This design comes from an exercise in tuning for small area on the open sky130 flow, not from production work. Where RTL was checked, it was by simulation tests only, not by an equivalence proof against the original. Power is estimated from default activity; no workload was simulated.

// MCU
module MCU(clk,reset,imem_addr,imem_data,dmem_addr,dmem_we,dmem_wdata,dmem_rdata,
           in_data,out_we,out_addr,out_data);
input clk,reset;
output [7:0] imem_addr;
input [16:0] imem_data;
output [7:0] dmem_addr;
output dmem_we;
output [7:0] dmem_wdata;
input [7:0] dmem_rdata;
input [7:0] in_data;
output out_we;
output [7:0] out_addr, out_data;
reg [7:0] pc;         
reg aj;               
reg [4:0] ir_op;      
reg [11:0] ir_f;
reg [7:0] exA;        
reg [7:0] exB;        
reg [2:0] exD;        
reg [1:0] exC;        
reg [7:0] rf1, rf2, rf3, rf4, rf5, rf6, rf7;
wire ex_nod  = (exD == 3'd0);
wire jump    = (exC == 2'b11);
assign dmem_we   = (exC == 2'b01) & ex_nod;
assign out_we    = (exC == 2'b10) & ex_nod;
assign dmem_addr = exA;
assign out_addr  = exA;
assign dmem_wdata = exB;
assign out_data   = exB;
wire [7:0] wb = (exC == 2'b00) ? exB :
                (exC == 2'b01) ? dmem_rdata :
                (exC == 2'b10) ? in_data : exA;
always @(posedge clk) begin
    case (exD)
    3'd1: rf1 <= wb;
    3'd2: rf2 <= wb;
    3'd3: rf3 <= wb;
    3'd4: rf4 <= wb;
    3'd5: rf5 <= wb;
    3'd6: rf6 <= wb;
    3'd7: rf7 <= wb;
    default: ;
    endcase
end
wire [2:0] fD = ir_f[11:9];
wire [2:0] fA = ir_f[8:6];
wire [2:0] fB = ir_f[5:3];
wire [5:0] im = ir_f[5:0];
wire [2:0] sh = ir_f[2:0];
wire o_add = ir_op == 5'b00001;
wire o_ani = ir_op == 5'b00010;
wire o_adi = ir_op == 5'b00011;
wire o_sub = ir_op == 5'b00100;
wire o_slt = ir_op == 5'b00101;
wire o_not = ir_op == 5'b00110;
wire o_ld  = ir_op == 5'b00111;
wire o_st  = ir_op == 5'b01000;
wire o_mov = ir_op == 5'b01001;
wire o_jmp = ir_op == 5'b01010;
wire o_jmr = ir_op == 5'b01011;
wire o_jml = ir_op == 5'b01100;
wire o_ori = ir_op == 5'b01101;
wire o_xor = ir_op == 5'b01110;
wire o_shl = ir_op == 5'b01111;
wire o_shr = ir_op == 5'b10001;
wire o_bz  = ir_op == 5'b10010;
wire o_bnz = ir_op == 5'b10011;
wire o_in  = ir_op == 5'b10100;
wire o_out = ir_op == 5'b10101;
wire rdA = o_add | o_ani | o_adi | o_sub | o_slt | o_not | o_ld | o_st | o_mov |
           o_jmr | o_ori | o_xor | o_shl | o_shr | o_bz | o_bnz | o_in | o_out;
  ...
Size in the first run: roughly 570 cells after synthesis, roughly 100 flip-flops, about 77 I/O pins.
Settings: LEC_CHECK=0, ABC_AREA=1, CAP_MARGIN=20, CORE_MARGIN=2, CORE_UTILIZATION=40, GPL_TIMING_DRIVEN=0, SLEW_MARGIN=20; clock period 10.0 ns.
standard.sh (not shown) runs the stock make flow with config.mk's settings and CLKGATE_MAP_FILE= SYNTH_SCRIPT=/design/flow/synth_recipe.tcl, a recipe that flattens the netlist after the stock synthesis.
==> flow/flow/run.sh <==
#!/bin/bash
# Own layout flow: the standard ORFS flow, with
#  - synthesis as standard.sh synth runs it, but with a stronger ABC area
#    script (flow/abc_area.script); the flip-flops are mapped before ABC
#    runs, so the registers, their names and cells are the standard ones;
#  - no separate full/half-adder extraction, so ABC maps adders with the
#    rest of the logic;
#  - each module of the RTL (the register-file read ports and the ALU are
#    modules of their own) mapped on its own, then flattened as the standard flow's
#    synthesis script does; all registers are in MCU;
#  - port buffers of the smallest buffer cell;
#  - clock tree without dummy loads.
# Each step's full output goes to a log file in this folder.
set -euo pipefail
W=$PWD
rm -rf "$W/scripts_mod"
cp -r "$FLOW_HOME/scripts" "$W/scripts_mod"
cp "$W/flow/abc_area.script" "$W/scripts_mod/abc_area.script"

SCRIPTS_DIR="$W/scripts_mod" ABC_AREA=1 ADDER_MAP_FILE= SYNTH_HIERARCHICAL=1 \
  SYNTH_MINIMUM_KEEP_SIZE=0 bash standard.sh synth > "$W/log_synth.txt" 2>&1

source "$W/flow/knobs.sh"
bash standard.sh finish > "$W/log_layout.txt" 2>&1
==> flow/flow/abc_area.script <==
strash
&get -n
&deepsyn -T 30
&put
dch -f
amap
topo
==> flow/flow/knobs.sh <==
export BUFFER_PORTS_ARGS="-buffer_cell sky130_fd_sc_hd__buf_1"
export CTS_ARGS="-sink_clustering_enable -repair_clock_nets -dont_use_dummy_load -buf_list sky130_fd_sc_hd__clkbuf_8"
==> next run, changes <==
--- a/flow/flow/run.sh
+++ b/flow/flow/run.sh
@@ -5,2 +5,3 @@
 #    runs, so the registers, their names and cells are the standard ones;
+#  - after area mapping, ABC sizes gates for their loads;
 #  - no separate full/half-adder extraction, so ABC maps adders with the
==> flow/flow/abc_area.script (replaced) <==
strash
&get -n
&deepsyn -T 30
&put
dch -f
amap
topo
stime -c
upsize -c
dnsize -c
- GPL_TIMING_DRIVEN: 0 -> default
=> The changed run finished clean; synthesized area climbs by 5.1%; power went up by 7.0%; wire length goes up by 5.9%; via count is higher by 0.58%; worst setup slack improves by 2000 ps; combinational power increases by about 10%; worst hold slack improves by 6.8 ps.
==> next run, changes <==
--- a/flow/flow/run.sh
+++ b/flow/flow/run.sh
@@ -5,3 +5,2 @@
 #    runs, so the registers, their names and cells are the standard ones;
-#  - after area mapping, ABC sizes gates for their loads;
 #  - no separate full/half-adder extraction, so ABC maps adders with the
==> flow/flow/abc_area.script (replaced) <==
strash
&get -n
&deepsyn -T 30
&put
dch -f
amap
topo
Clock skew drops by 11 ps; die area went down by 4.7%; final area is lower by 4.1%; sequential power falls by about 2%; total power falls by 7.7%; register-to-register slack degrades by 1800 ps.

---

Setup of job 3723:
MCU, a different RTL version from the one above (not shown whole).
For scale: roughly 570 cells after synthesis, about 100 flip-flops, about 5400 µm² of cells after synthesis.
==> flow/config.mk <==
export PLATFORM = sky130hd
export DESIGN_NAME = MCU
export DESIGN_NICKNAME = MCU
export VERILOG_FILES = /design/flow/design.v
export SDC_FILE = /design/flow/constraint.sdc
export NUM_CORES = 4
export LEC_CHECK = 0
export ABC_AREA = 1
export CAP_MARGIN = 20
export CORE_MARGIN = 2
export CORE_UTILIZATION = 40
export SLEW_MARGIN = 20
==> flow/constraint.sdc <==
create_clock -name core_clock -period 10.0 [get_ports {clk}]
set_input_delay 2.0000 -clock core_clock [delete_from_list [all_inputs] [get_ports {clk}]]
set_output_delay 2.0000 -clock core_clock [all_outputs]
set_load 0.01 [all_outputs]
==> flow/flow/run.sh <==
#!/bin/bash
# Own layout flow: the standard ORFS flow, with
#  - synthesis as standard.sh synth runs it, but with a stronger ABC area
#    script (flow/abc_area.script); the flip-flops are mapped before ABC
#    runs, so the registers, their names and cells are the standard ones;
#  - no separate full/half-adder extraction, so ABC maps adders with the
#    rest of the logic;
#  - each module of the RTL (the register-file read ports and the ALU are
#    modules of their own) mapped on its own, then flattened as the standard flow's
#    synthesis script does; all registers are in MCU;
#  - port buffers of the smallest buffer cell;
#  - clock tree without dummy loads.
# Each step's full output goes to a log file in this folder.
set -euo pipefail
W=$PWD
rm -rf "$W/scripts_mod"
cp -r "$FLOW_HOME/scripts" "$W/scripts_mod"
cp "$W/flow/abc_area.script" "$W/scripts_mod/abc_area.script"

SCRIPTS_DIR="$W/scripts_mod" ABC_AREA=1 ADDER_MAP_FILE= SYNTH_HIERARCHICAL=1 \
  SYNTH_MINIMUM_KEEP_SIZE=0 bash standard.sh synth > "$W/log_synth.txt" 2>&1

source "$W/flow/knobs.sh"
bash standard.sh finish > "$W/log_layout.txt" 2>&1
==> flow/flow/abc_area.script <==
strash
&get -n
&deepsyn -T 30
&put
dch -f
amap
topo
==> flow/flow/knobs.sh <==
export BUFFER_PORTS_ARGS="-buffer_cell sky130_fd_sc_hd__buf_1"
export CTS_ARGS="-sink_clustering_enable -repair_clock_nets -dont_use_dummy_load -buf_list sky130_fd_sc_hd__clkbuf_8"
export GPL_KEEP_OVERFLOW=0
In summary, job 3723 completed successfully, with a layout that passed the timing, DRC and antenna checks.
## Diff of input files: job 8297 against job 3723
==> flow/flow/knobs.sh <==
export BUFFER_PORTS_ARGS="-buffer_cell sky130_fd_sc_hd__buf_1"
export CTS_ARGS="-sink_clustering_enable -repair_clock_nets -dont_use_dummy_load -buf_list sky130_fd_sc_hd__clkbuf_8"
- The final layout from job 8297, which completed every stage, passed the timing, DRC and antenna checks at the end of the flow.
- Job 8297 vs job 3723, detailed-router iteration count before antenna repair went down by 1.
- Job 3723 has lower global-route usage over all layers than job 8297.
- STATUS total power after layout: job 8297 loses against job 3723
The following lists how job 6117 was set up differently from job 8297:
==> flow/flow/knobs.sh <==
export BUFFER_PORTS_ARGS="-buffer_cell sky130_fd_sc_hd__buf_1"
export CTS_ARGS="-sink_clustering_enable -repair_clock_nets -dont_use_dummy_load -buf_list sky130_fd_sc_hd__clkbuf_8 -sink_buffer_max_cap_derate 2.0 -sink_clustering_size 30 -sink_clustering_max_diameter 120"
Notes after the runs:
Comparing job 6117 against job 8297, there is no change at all in share of the synthesized area in compound gates (AO/OA/AOI/OAI).
Number of cells in the design after placement across job 8297 and job 6117: no real change.
Looking at job 8297 and job 6117, the number of synthesized flops with an enable pin is a wash.
Top-level port count came out exactly the same in job 8297 and job 6117.
Between job 8297 and job 6117, the difference in initial core utilization is negligible.
As far as number of flip-flops and latches in the synthesized netlist is concerned, job 6117 and job 8297 perform about the same.
Diff job 8297..job 6117 | instance area after placement | unchanged
Reported for job 8297 and job 6117, pre-CTS worst setup slack turned out identical to the last digit.
Flow for job 6117 halted at clock tree synthesis (4_1_cts), error code CTS-0109.
Site row count across job 8297 and job 6117: no real change.
From job 6117 to job 8297, net count after synthesis did not move at all.
Area after synthesis across job 8297 and job 6117: no real change.
Function was not checked in any run of this note: the RTL went through the layout flow alone.

separate check: timing with driven ports:
No port has a modelled driver above. Below, the same layouts with a new extraction and two added sets of constraints.
Step 1, drivers: a clkbuf_16 drives clk and a buf_2 each remaining input, both assumed.
Step 2, shift: input delay + t, output delay - t, t = (earliest + latest rising clock arrival at the registers) / 2. This alone moves slack from input paths to output paths.
Slacks: ideal / step 1 / step 2; pairs: ideal / step 1.
run	t (ns)	setup slack, ns	hold slack, ns	worst slew at a driven data input, ns
the first run of note 1	0.423	3.275 / 3.275 / 3.275	0.500 / 0.500 / 0.500	0.04
the second run of note 1	0.410	5.312 / 5.312 / 5.312	0.507 / 0.507 / 0.507	0.03
the third run of note 1	0.414	3.487 / 3.487 / 3.487	0.495 / 0.495 / 0.495	0.03
job 3723	0.402	3.489 / 3.489 / 3.489	0.495 / 0.495 / 0.495	0.03
job 8297	0.403	3.430 / 3.430 / 3.430	0.515 / 0.515 / 0.515	0.03
After both steps every run listed still meets setup and hold.
